What follows belongs to an exercise in optimizing a design on an open flow for small area and a short achievable clock period; a production flow would make more cautious choices.
Function was checked by simulation only, so behaviour that the tests miss may differ from the original.
Power figures rest on the tool's default switching activity, not on a simulated workload.

job 8628:
## mult_top
module mult_top(
    input clk,
    input  [15:0] x,
    input  [15:0] y,
    output [31:0] p_out
    );
Size in the first run: roughly 660 cells after synthesis, roughly 75 flip-flops, about 0.0051 mm2 of cells after synthesis.
export LEC_CHECK = 0
export ABC_AREA = 1
export CAP_MARGIN = 20
export CORE_MARGIN = 2
export CORE_UTILIZATION = 40
export SETUP_SLACK_MARGIN = 2.0
export SLEW_MARGIN = 20
create_clock -name core_clock -period 5.2 [get_ports {clk}]
standard.sh (not shown) runs the stock make flow with config.mk's settings and CLKGATE_MAP_FILE= SYNTH_SCRIPT=/design/flow/synth_recipe.tcl, a recipe that flattens the netlist after the stock synthesis.
==> flow/flow/run.sh <==
#!/bin/bash
# Standard layout, with the smallest buffer (buf_1) on every input and output
# port, and a clock tree of clkbuf_8 without dummy loads.
set -euo pipefail
export BUFFER_PORTS_ARGS="-buffer_cell sky130_fd_sc_hd__buf_1"
export CTS_ARGS="-sink_clustering_enable -repair_clock_nets -dont_use_dummy_load -buf_list sky130_fd_sc_hd__clkbuf_8"
bash standard.sh > standard.log 2>&1
Inputs modified between job 8628 and job 5073:
Settings: a change of SETUP_SLACK_MARGIN from 2.0 to 2.4.
### Flow results
Job 5073 vs job 8628 — time the worst path needs with I/O delays and setup rose 0.080 ns. From job 8628 to job 5073 the numbers moved as follows: arrival time reported for the critical path endpoint +0.08 ns; first-pass GRT wire length grew by 8.7%; number of cells on the critical path shows a reduction of 2. Looking at worst setup path startpoint, the S_vec[3]$_DFF_P_ result is from job 8628; the B_vec[3]$_DFF_P_ one comes from job 5073. When the final numbers for job 8628 and job 5073 were put side by side, the overall routing resource usage turned out to be smaller in job 8628. As far as area fraction in compound gates after synthesis is concerned, job 8628 and job 5073 perform about the same. Looking at capturing element of the worst setup path, the H_vec[6]$_DFF_P_ result is from job 5073; the L_vec[17]$_DFF_P_ one comes from job 8628. Job 5073 vs. job 8628: share of power burned in registers -3.7 points; net count of the mapped netlist about even; non-clock inverter count in the final layout increased 0.80%. Compared with job 8628, job 5073 shows a higher routed via count divided by cell count.
Relative to job 5073, the following input files were edited for job 1742:
Settings: SETUP_SLACK_MARGIN now 1.5, was 2.4.
==> flow/flow/run.sh <==
#!/bin/bash
# Standard layout, with the smallest buffer (buf_1) on every input and output port.
set -euo pipefail
export BUFFER_PORTS_ARGS="-buffer_cell sky130_fd_sc_hd__buf_1"
bash standard.sh > standard.log 2>&1
--- outcome ---
- Job 1742 completed; timing, DRC and antenna clean
- Compared with job 5073, in job 1742 clock group share of total power moved up; critical path depth moved up; time the worst path needs with I/O delays and setup moved up; measured slew at the worst slew-check pin moved down.
- Changes observed in job 1742 relative to job 5073: number of buffers inserted during clock tree synthesis closely matched the old numbers; cell-internal power decreased by 12% relative to the old numbers; footprint of the flip-flops and latches decreased by 28 um2 relative to the old numbers; data required time of the critical path closely matched the old numbers; non-clock buffer count decreased by 30 relative to the old numbers.
Edits applied to the flow inputs when going from job 1742 to job 2497:
==> flow/flow/run.sh <==
#!/bin/bash
# Standard layout, with the smallest buffer (buf_1) on every input and output
# port, and a clock tree of clkbuf_8 without dummy loads.
set -euo pipefail
export BUFFER_PORTS_ARGS="-buffer_cell sky130_fd_sc_hd__buf_1"
export CTS_ARGS="-sink_clustering_enable -repair_clock_nets -dont_use_dummy_load -buf_list sky130_fd_sc_hd__clkbuf_8"
bash standard.sh > standard.log 2>&1
[summary]
Relative to job 1742, the leakage power of the design of job 2497 is lower by 3.1%.
Number of DRC markers after the initial detailed-route iteration was lower in job 2497 than in job 1742.
Wire: job 2497 routes less than job 1742
Total power, job 1742 and job 2497: larger value in job 1742
Reported for job 1742 and job 2497, number of logic stages on the critical path including buffering turned out identical to the last digit.
In job 2497, via count of the first global-routing pass is lower than in job 1742.
Diff job 1742 and job 2497: global routing usage on met3 lower in job 1742
| share of the clock period used by the worst path | job 2497 vs job 1742 | ≈ equal |
Cmp job 2497 vs job 1742: sequential share of layout area higher in job 2497
Of job 1742 and job 2497, the lower worst clock skew belongs to job 1742.

## afterwards: timing with drivers on the ports
No port has a modelled driver above. Below, the same layouts with a new extraction and two added sets of constraints.
Step 1 assumes that a clkbuf_16 drives the clock port and a buf_2 every other input.
Step 2 times the ports against the registers' clock, not the clock port: input delays grow and output delays shrink by t, the midpoint of the rising clock arrivals with the driver on.
Three values: no drivers, after step 1, after step 2; two values: the first two.
run	t, ns	slack for setup (ns)	pins driven straight from the clock port
job 8628	0.377	2.161 / 2.161 / 2.161	1
job 5073	0.391	2.081 / 2.081 / 2.081	1
job 1742	0.373	1.819 / 1.819 / 1.819	1
job 2497	0.374	1.821 / 1.821 / 1.821	1
After both steps every run listed still meets setup and hold.
